Context: an optimization exercise on an open-source flow, tuned for small area, a short achievable clock period and few clock cycles per item. The choices shown serve that exercise and are no tape-out recipe. In this exercise RTL edits were held to simulation tests only and were not proved equivalent to the original. The clock input has no modelled driver; a real chip could not lean on it and would need a root buffer or a full tree. Power figures rest on the tool's default switching activity, not on a simulated workload.

Setup of job 8391:
==> flow/design.v <==
module apb_fifo (
    input  wire        clk,
    input  wire        rst,
    input  wire        psel,
    input  wire [3:0]  paddr,
    input  wire [31:0] pwdata,
    input  wire        penable,
    input  wire        pwrite,
    output wire [31:0] prdata,
    output wire        pready
);
reg [31:0] mem [0:15];    
reg [15:0] vld;           
reg [15:0] wsel;          
reg [3:0]  cnt;           
reg        rdy;           
reg [31:0] rdq;           
wire setup = psel & ~penable;
wire full  = (cnt == 4'd15);
wire empty = (cnt == 4'd0);
always @(posedge clk or negedge rst) begin
    if (!rst) begin
        rdy  <= 1'b0;
        wsel <= 16'b0;
        cnt  <= 4'd0;
        vld  <= 16'b0;
    end else begin
        rdy  <= setup & (pwrite ? ~full : ~empty);
        wsel <= (setup & pwrite & ~full) ? (16'b1 << paddr) : 16'b0;
        if (rdy & penable)
            cnt <= pwrite ? cnt + 4'd1 : cnt - 4'd1;
        if (penable)
            vld <= vld | wsel;
    end
end
wire [15:0] rsel = vld & (16'b1 << paddr);
reg  [31:0] rword;
integer i;
always @(*) begin
    rword = 32'b0;
    for (i = 0; i < 16; i = i + 1)
        rword = rword | ({32{rsel[i]}} & mem[i]);
end
always @(posedge clk) begin
    for (i = 0; i < 16; i = i + 1)
        if (wsel[i] & penable)
            mem[i] <= pwdata;
    rdq <= rword;
end
assign prdata = rdq;
assign pready = rdy;
endmodule
Settings: LEC_CHECK=0, CAP_MARGIN=20, CORE_MARGIN=2, CORE_UTILIZATION=45, SETUP_SLACK_MARGIN=3.0, SLEW_MARGIN=20, TNS_END_PERCENT=5; clock period 5.0 ns.
standard.sh (not shown) runs the stock make flow with config.mk's settings and CLKGATE_MAP_FILE= SYNTH_SCRIPT=/design/flow/synth_recipe.tcl, a recipe that flattens the netlist after the stock synthesis.
==> flow/flow/run.sh <==
#!/bin/bash
# Standard layout (bash standard.sh, all ORFS steps), with changes to clock
# tree synthesis and the timing repair that follows it:
#  - TritonCTS builds smaller sink clusters of clkbuf_8 and no dummy loads;
set -euo pipefail
here=$(pwd)
export CTS_ARGS="-sink_clustering_enable -repair_clock_nets -dont_use_dummy_load -sink_clustering_size 16 -sink_clustering_max_diameter 50 -buf_list sky130_fd_sc_hd__clkbuf_8"
# ORFS's own repair after CTS is skipped: post_cts.tcl repairs in steps instead.
export SKIP_CTS_REPAIR_TIMING=1
export FLOW_REPAIR_STEPS="${FLOW_REPAIR_STEPS:-2.5 2.6 2.7 2.8 2.9}"
export POST_CTS_TCL="$here/flow/post_cts.tcl"
bash standard.sh > "$here/standard.log" 2>&1
==> flow/flow/post_cts.tcl <==
# Sourced by ORFS's cts.tcl after clock tree synthesis and its timing repair.

proc drop_clock_root {} {
  set block [ord::get_db_block]
  set clknet [$block findNet clk]
  set roots {}
  foreach it [$clknet getITerms] { lappend roots [$it getInst] }
  if {[llength $roots] != 1} { puts "drop_clock_root: [llength $roots] roots, left alone"; return }
  set root [lindex $roots 0]
  set rnet [[$root findITerm X] getNet]
  set sinks {}
  foreach it [$rnet getITerms] { if {[$it isInputSignal]} { lappend sinks $it } }
  if {[llength $sinks] > 4} { puts "drop_clock_root: root drives [llength $sinks] pins, left alone"; return }
  foreach it $sinks { $it disconnect; $it connect $clknet }
  odb::dbInst_destroy $root
  odb::dbNet_destroy $rnet
  puts "drop_clock_root: clk now drives [llength [$clknet getITerms]] pins"
}

# Port buffers become plain buffers: buf_4 for the address and penable,
# whose paths are the critical ones, buf_2 for the other ports. Timing
# repair then sizes up those that need it.
proc plain_port_buffers {} {
  set db [ord::get_db]
  set big [$db findMaster sky130_fd_sc_hd__buf_4]
  set small [$db findMaster sky130_fd_sc_hd__buf_2]
  set n 0
  foreach inst [[ord::get_db_block] getInsts] {
    if {![regexp {^(input|output)[0-9]+$} [$inst getName]]} { continue }
    set port ""
    foreach it [$inst getITerms] {
      set net [$it getNet]
      if {$net ne "NULL" && [llength [$net getBTerms]] > 0} { set port [[lindex [$net getBTerms] 0] getName] }
    }
    if {[regexp {^(paddr|penable)} $port]} { set m $big } else { set m $small }
    if {[[$inst getMaster] getName] ne [$m getName]} { $inst swapMaster $m; incr n }
  }
  puts "plain_port_buffers: $n swapped"
}

drop_clock_root
set_dont_use {sky130_fd_sc_hd__dlygate* sky130_fd_sc_hd__clkdlybuf* sky130_fd_sc_hd__dlymetal*}
plain_port_buffers
detailed_placement
estimate_parasitics -placement
repair_design_helper
# Repair in steps of growing margin: one pass at the full margin gets stuck
# on paths that the smaller margins fix first.
foreach margin $::env(FLOW_REPAIR_STEPS) {
  repair_timing -setup_margin $margin -repair_tns 100 -verbose
}
detailed_placement
check_placement -verbose
estimate_parasitics -placement
report_clock_latency -clock [all_clocks]
report_worst_slack -max
Job 8391 | status: complete | timing, DRC, antenna: pass
Testbench counts of job 8391, summed over its fixed seeds: cycles 6,400, transfers 3,200.
Relative to job 8391, the following input files were edited for job 537:
# job 8391
export LEC_CHECK = 0
export CAP_MARGIN = 20
export CORE_MARGIN = 2
export CORE_UTILIZATION = 45
export SETUP_SLACK_MARGIN = 3.0
export SLEW_MARGIN = 20
export TNS_END_PERCENT = 5
create_clock -name core_clock -period 5.0 [get_ports {clk}]
# job 537
export LEC_CHECK = 0
export CAP_MARGIN = 20
export CORE_MARGIN = 2
export CORE_UTILIZATION = 40
export SETUP_SLACK_MARGIN = 3.0
export SLEW_MARGIN = 20
export TNS_END_PERCENT = 100
create_clock -name core_clock -period 5.0 [get_ports {clk}]
--- a/flow/flow/run.sh
+++ b/flow/flow/run.sh
@@ -6,7 +6,4 @@
 here=$(pwd)
 export CTS_ARGS="-sink_clustering_enable -repair_clock_nets -dont_use_dummy_load -sink_clustering_size 16 -sink_clustering_max_diameter 50 -buf_list sky130_fd_sc_hd__clkbuf_8"
-# ORFS's own repair after CTS is skipped: post_cts.tcl repairs in steps instead.
-export SKIP_CTS_REPAIR_TIMING=1
-export FLOW_REPAIR_STEPS="${FLOW_REPAIR_STEPS:-2.5 2.6 2.7 2.8 2.9}"
 export POST_CTS_TCL="$here/flow/post_cts.tcl"
 bash standard.sh > "$here/standard.log" 2>&1
--- a/flow/flow/post_cts.tcl
+++ b/flow/flow/post_cts.tcl
@@ -18,21 +18,14 @@
 }
 
-# Port buffers become plain buffers: buf_4 for the address and penable,
-# whose paths are the critical ones, buf_2 for the other ports. Timing
-# repair then sizes up those that need it.
+# Port buffers that are delay cells become plain buffers.
 proc plain_port_buffers {} {
-  set db [ord::get_db]
-  set big [$db findMaster sky130_fd_sc_hd__buf_4]
-  set small [$db findMaster sky130_fd_sc_hd__buf_2]
+  set buf [[ord::get_db] findMaster sky130_fd_sc_hd__buf_4]
   set n 0
   foreach inst [[ord::get_db_block] getInsts] {
-    if {![regexp {^(input|output)[0-9]+$} [$inst getName]]} { continue }
-    set port ""
-    foreach it [$inst getITerms] {
-      set net [$it getNet]
-      if {$net ne "NULL" && [llength [$net getBTerms]] > 0} { set port [[lindex [$net getBTerms] 0] getName] }
+    set m [[$inst getMaster] getName]
+    if {[regexp {^(input|output)[0-9]+$} [$inst getName]] && [regexp {dly} $m]} {
+      $inst swapMaster $buf
+      incr n
     }
-    if {[regexp {^(paddr|penable)} $port]} { set m $big } else { set m $small }
-    if {[[$inst getMaster] getName] ne [$m getName]} { $inst swapMaster $m; incr n }
   }
   puts "plain_port_buffers: $n swapped"
@@ -45,9 +38,5 @@
 estimate_parasitics -placement
 repair_design_helper
-# Repair in steps of growing margin: one pass at the full margin gets stuck
-# on paths that the smaller margins fix first.
-foreach margin $::env(FLOW_REPAIR_STEPS) {
-  repair_timing -setup_margin $margin -repair_tns 100 -verbose
-}
+repair_timing -setup_margin $::env(SETUP_SLACK_MARGIN) -repair_tns 100 -verbose
 detailed_placement
 check_placement -verbose
==> run notes <==
Job 537 went all the way through synthesis, placement and routing and the layout is clean on timing, DRC and antenna.
The lower worst-case setup margin in the final layout came out of job 8391.
Of job 537 and job 8391, it is job 537 that has the lower met1 track utilization from global routing.
~same relative area of clock buffers and inverters in the final design in job 8391 and job 537
Against job 8391, job 537 comes in 0.03 ns lower on register-to-register slack.
In the reports for job 8391 and job 537, the smaller switching power belongs to job 8391.
The power after layout reported for job 537 is greater than that of job 8391 by 0.00017 W.
Summary: with job 8391 as the reference, clock buffer count in job 537 moved up by a little under 10%.
For job 382, these inputs were changed with respect to job 537:
# job 537
export LEC_CHECK = 0
export CAP_MARGIN = 20
export CORE_MARGIN = 2
export CORE_UTILIZATION = 40
export SETUP_SLACK_MARGIN = 3.0
export SLEW_MARGIN = 20
export TNS_END_PERCENT = 100
create_clock -name core_clock -period 5.0 [get_ports {clk}]
# job 382
export LEC_CHECK = 0
export CAP_MARGIN = 20
export CORE_MARGIN = 2
export CORE_UTILIZATION = 70
export SETUP_SLACK_MARGIN = 3.0
export SLEW_MARGIN = 20
export TNS_END_PERCENT = 5
create_clock -name core_clock -period 5.0 [get_ports {clk}]
--- a/flow/flow/run.sh
+++ b/flow/flow/run.sh
@@ -6,4 +6,5 @@
 here=$(pwd)
 export CTS_ARGS="-sink_clustering_enable -repair_clock_nets -dont_use_dummy_load -sink_clustering_size 16 -sink_clustering_max_diameter 50 -buf_list sky130_fd_sc_hd__clkbuf_8"
+export FLOW_REPAIR_STEPS="${FLOW_REPAIR_STEPS:-2.6 2.8 3.0 3.2}"
 export POST_CTS_TCL="$here/flow/post_cts.tcl"
 bash standard.sh > "$here/standard.log" 2>&1
--- a/flow/flow/post_cts.tcl
+++ b/flow/flow/post_cts.tcl
@@ -38,5 +38,9 @@
 estimate_parasitics -placement
 repair_design_helper
-repair_timing -setup_margin $::env(SETUP_SLACK_MARGIN) -repair_tns 100 -verbose
+# Repair in steps of growing margin: one pass at the full margin gets stuck
+# on paths that the smaller margins fix first.
+foreach margin $::env(FLOW_REPAIR_STEPS) {
+  repair_timing -setup_margin $margin -repair_tns 100 -verbose
+}
 detailed_placement
 check_placement -verbose
--- outcome ---
- Job 382 reached the end of the flow, and the finished layout is clean on the timing, DRC and antenna checks.
- The depth of the worst register-to-register path on job 537 is in line with that on job 382.
- Of the two candidates, job 537 has the worse clock skew and job 382 the better one.
- From job 537 to job 382 the numbers moved as follows: area after detailed placement decreased about 3%, overall power of the completed layout lost 1.5%, logic gate share of total power rose 0.2 points, sequential cell area in the final layout closely matched the old numbers, worst hold slack across all endpoints grew by 0.048 ns.
Input changes introduced in job 5886 (baseline for comparison: job 382):
# job 382
export LEC_CHECK = 0
export CAP_MARGIN = 20
export CORE_MARGIN = 2
export CORE_UTILIZATION = 70
export SETUP_SLACK_MARGIN = 3.0
export SLEW_MARGIN = 20
export TNS_END_PERCENT = 5
create_clock -name core_clock -period 5.0 [get_ports {clk}]
# job 5886
export LEC_CHECK = 0
export CAP_MARGIN = 20
export CORE_MARGIN = 2
export CORE_UTILIZATION = 55
export SETUP_SLACK_MARGIN = 3.0
export SLEW_MARGIN = 20
export TNS_END_PERCENT = 100
create_clock -name core_clock -period 5.0 [get_ports {clk}]
--- a/flow/flow/run.sh
+++ b/flow/flow/run.sh
@@ -6,5 +6,7 @@
 here=$(pwd)
 export CTS_ARGS="-sink_clustering_enable -repair_clock_nets -dont_use_dummy_load -sink_clustering_size 16 -sink_clustering_max_diameter 50 -buf_list sky130_fd_sc_hd__clkbuf_8"
-export FLOW_REPAIR_STEPS="${FLOW_REPAIR_STEPS:-2.6 2.8 3.0 3.2}"
+# ORFS's own repair after CTS is skipped: post_cts.tcl repairs in steps instead.
+export SKIP_CTS_REPAIR_TIMING=1
+export FLOW_REPAIR_STEPS="${FLOW_REPAIR_STEPS:-2.5 2.6 2.7 2.8 2.9}"
 export POST_CTS_TCL="$here/flow/post_cts.tcl"
 bash standard.sh > "$here/standard.log" 2>&1
Taking job 382 as the reference, in job 5886 biggest cell delay along the critical path moved up, aggregate routed wire length moved down.
Between job 5886 and job 382, the die boundary width is lower for job 382.
Time the worst path needs with I/O delays and setup on job 5886 is ahead of job 382.
Here is what was changed in the inputs of job 9532 compared with job 5886.
# job 5886
export LEC_CHECK = 0
export CAP_MARGIN = 20
export CORE_MARGIN = 2
export CORE_UTILIZATION = 55
export SETUP_SLACK_MARGIN = 3.0
export SLEW_MARGIN = 20
export TNS_END_PERCENT = 100
create_clock -name core_clock -period 5.0 [get_ports {clk}]
# job 9532
export LEC_CHECK = 0
export CAP_MARGIN = 20
export CORE_MARGIN = 2
export CORE_UTILIZATION = 40
export SETUP_SLACK_MARGIN = 3.0
export SLEW_MARGIN = 20
export TNS_END_PERCENT = 5
create_clock -name core_clock -period 5.0 [get_ports {clk}]
==> flow/flow/run.sh <==
#!/bin/bash
set -euo pipefail
here=$(pwd)
export CTS_ARGS="-sink_clustering_enable -repair_clock_nets -dont_use_dummy_load -sink_clustering_size 20 -sink_clustering_max_diameter 60"
export POST_CTS_TCL="$here/flow/post_cts.tcl"
bash standard.sh > "$here/standard.log" 2>&1
==> flow/flow/post_cts.tcl <==
proc drop_clock_root {} {
  set block [ord::get_db_block]
  set clknet [$block findNet clk]
  set roots {}
  foreach it [$clknet getITerms] { lappend roots [$it getInst] }
  if {[llength $roots] != 1} { puts "drop_clock_root: [llength $roots] roots, left alone"; return }
  set root [lindex $roots 0]
  set rnet [[$root findITerm X] getNet]
  set sinks {}
  foreach it [$rnet getITerms] { if {[$it isInputSignal]} { lappend sinks $it } }
  if {[llength $sinks] > 4} { puts "drop_clock_root: root drives [llength $sinks] pins, left alone"; return }
  foreach it $sinks { $it disconnect; $it connect $clknet }
  odb::dbInst_destroy $root
  odb::dbNet_destroy $rnet
  puts "drop_clock_root: clk now drives [llength [$clknet getITerms]] pins"
}

drop_clock_root
estimate_parasitics -placement
repair_timing_helper
detailed_placement
check_placement -verbose
report_clock_latency -clock [all_clocks]
report_worst_slack -max
==> run notes <==
Job 9532 completed end to end with timing, DRC and antenna clean.
Between job 9532 and job 5886, it is job 9532 whose detailed route wirelength on metal2 is higher, by 8.0%.
From job 5886 to job 9532 the numbers moved as follows: sum of routed wire length over all layers increased by 9.5% relative to the old numbers; sequential power essentially unchanged; layout buffering overhead excluding clock cells now smaller.
Compared to job 5886, job 9532 has design area 1.0% higher.
Job 5886 → job 9532: share of the core filled with cells shrank by 17 points; clock-buffer cell count shrank by 26%.
On maximum clock frequency: job 9532 sits below job 5886.
Job 5886 ended up with fewer cell instances than job 9532 did.
Cmp job 5886 and job 9532 / area taken by multi-input logic gates / higher: job 5886
Setup changes, job 9532 to job 8930
# job 9532
export LEC_CHECK = 0
export CAP_MARGIN = 20
export CORE_MARGIN = 2
export CORE_UTILIZATION = 40
export SETUP_SLACK_MARGIN = 3.0
export SLEW_MARGIN = 20
export TNS_END_PERCENT = 5
create_clock -name core_clock -period 5.0 [get_ports {clk}]
# job 8930
export LEC_CHECK = 0
export CAP_MARGIN = 20
export CORE_MARGIN = 2
export CORE_UTILIZATION = 55
export SETUP_SLACK_MARGIN = 3.0
export SLEW_MARGIN = 20
export TNS_END_PERCENT = 5
create_clock -name core_clock -period 5.0 [get_ports {clk}]
==> flow/flow/run.sh <==
#!/bin/bash
# Standard layout (bash standard.sh, all ORFS steps), with changes to clock
# tree synthesis and the timing repair that follows it:
#  - TritonCTS builds smaller sink clusters of clkbuf_8 and no dummy loads;
set -euo pipefail
here=$(pwd)
export CTS_ARGS="-sink_clustering_enable -repair_clock_nets -dont_use_dummy_load -sink_clustering_size 16 -sink_clustering_max_diameter 50 -buf_list sky130_fd_sc_hd__clkbuf_8"
export FLOW_REPAIR_STEPS="${FLOW_REPAIR_STEPS:-2.6 2.8 3.0 3.2}"
export POST_CTS_TCL="$here/flow/post_cts.tcl"
bash standard.sh > "$here/standard.log" 2>&1
--- a/flow/flow/post_cts.tcl
+++ b/flow/flow/post_cts.tcl
@@ -1,2 +1,4 @@
+# Sourced by ORFS's cts.tcl after clock tree synthesis and its timing repair.
+
 proc drop_clock_root {} {
   set block [ord::get_db_block]
@@ -16,9 +18,32 @@
 }
 
+# Port buffers that are delay cells become plain buffers.
+proc plain_port_buffers {} {
+  set buf [[ord::get_db] findMaster sky130_fd_sc_hd__buf_4]
+  set n 0
+  foreach inst [[ord::get_db_block] getInsts] {
+    set m [[$inst getMaster] getName]
+    if {[regexp {^(input|output)[0-9]+$} [$inst getName]] && [regexp {dly} $m]} {
+      $inst swapMaster $buf
+      incr n
+    }
+  }
+  puts "plain_port_buffers: $n swapped"
+}
+
 drop_clock_root
+set_dont_use {sky130_fd_sc_hd__dlygate* sky130_fd_sc_hd__clkdlybuf* sky130_fd_sc_hd__dlymetal*}
+plain_port_buffers
+detailed_placement
 estimate_parasitics -placement
-repair_timing_helper
+repair_design_helper
+# Repair in steps of growing margin: one pass at the full margin gets stuck
+# on paths that the smaller margins fix first.
+foreach margin $::env(FLOW_REPAIR_STEPS) {
+  repair_timing -setup_margin $margin -repair_tns 100 -verbose
+}
 detailed_placement
 check_placement -verbose
+estimate_parasitics -placement
 report_clock_latency -clock [all_clocks]
 report_worst_slack -max
Sort job 9532 and job 8930 by setup slack, ascending, and job 9532 comes first.
STATUS minimum clock period: job 8930 wins against job 9532
Job 8930 vs job 9532: actual slew at the worst max-slew pin down
On combinational power share: between job 9532 and job 8930, it ends up higher for job 8930.
Job 8930 gives less routed wire length than job 9532 did.
On clock skew: between job 9532 and job 8930, it ends up higher for job 8930.
Cmp job 9532 and job 8930 / final critical-path share of the clock period / lower: job 8930
Taking job 9532 as the reference, in job 8930 share of the core filled with cells now larger, sum of met2 wire segment lengths after detailed routing now smaller, area growth from synthesis to layout now smaller.

-- port drivers added, routing unchanged --
The flow's constraints put no driver on any port. The routed layouts listed below were extracted and timed again, unchanged, in two steps. Step 1: set_driving_cell puts a clkbuf_16 on clk and a buf_2 on each other input, an assumption about the parent block. Step 2, shift: input delay + t, output delay - t, t = (earliest + latest rising clock arrival at the registers) / 2. This alone moves slack from input paths to output paths. a / b / c = no drivers / after step 1 / after step 2; a / b = the first two.
| run | shift t [ns] | setup slack, ns | hold WS [ns] | worst register clock-pin slew, ns |
|---|---|---|---|---|
| job 8391 | 0.516 | 2.862 / 2.872 / 2.419 | 0.485 / 0.485 / 0.485 | 0.10 / 0.10 |
| job 537 | 0.521 | 2.869 / 2.912 / 2.391 | 0.438 / 0.438 / 0.438 | 0.12 / 0.12 |
| job 382 | 0.494 | 2.842 / 2.876 / 2.383 | 0.486 / 0.486 / 0.486 | 0.12 / 0.12 |
| job 5886 | 0.503 | 2.872 / 2.917 / 2.420 | 0.463 / 0.463 / 0.463 | 0.10 / 0.10 |
| job 9532 | 0.465 | 2.849 / 2.890 / 2.448 | 0.480 / 0.480 / 0.480 | 0.09 / 0.09 |
| job 8930 | 0.496 | 2.901 / 2.922 / 2.426 | 0.468 / 0.468 / 0.468 | 0.11 / 0.11 |
After both steps every run listed still meets setup and hold. For job 537, which loses most, drivers alone change the setup slack by +0.043 ns; drivers and shift together by -0.478 ns.
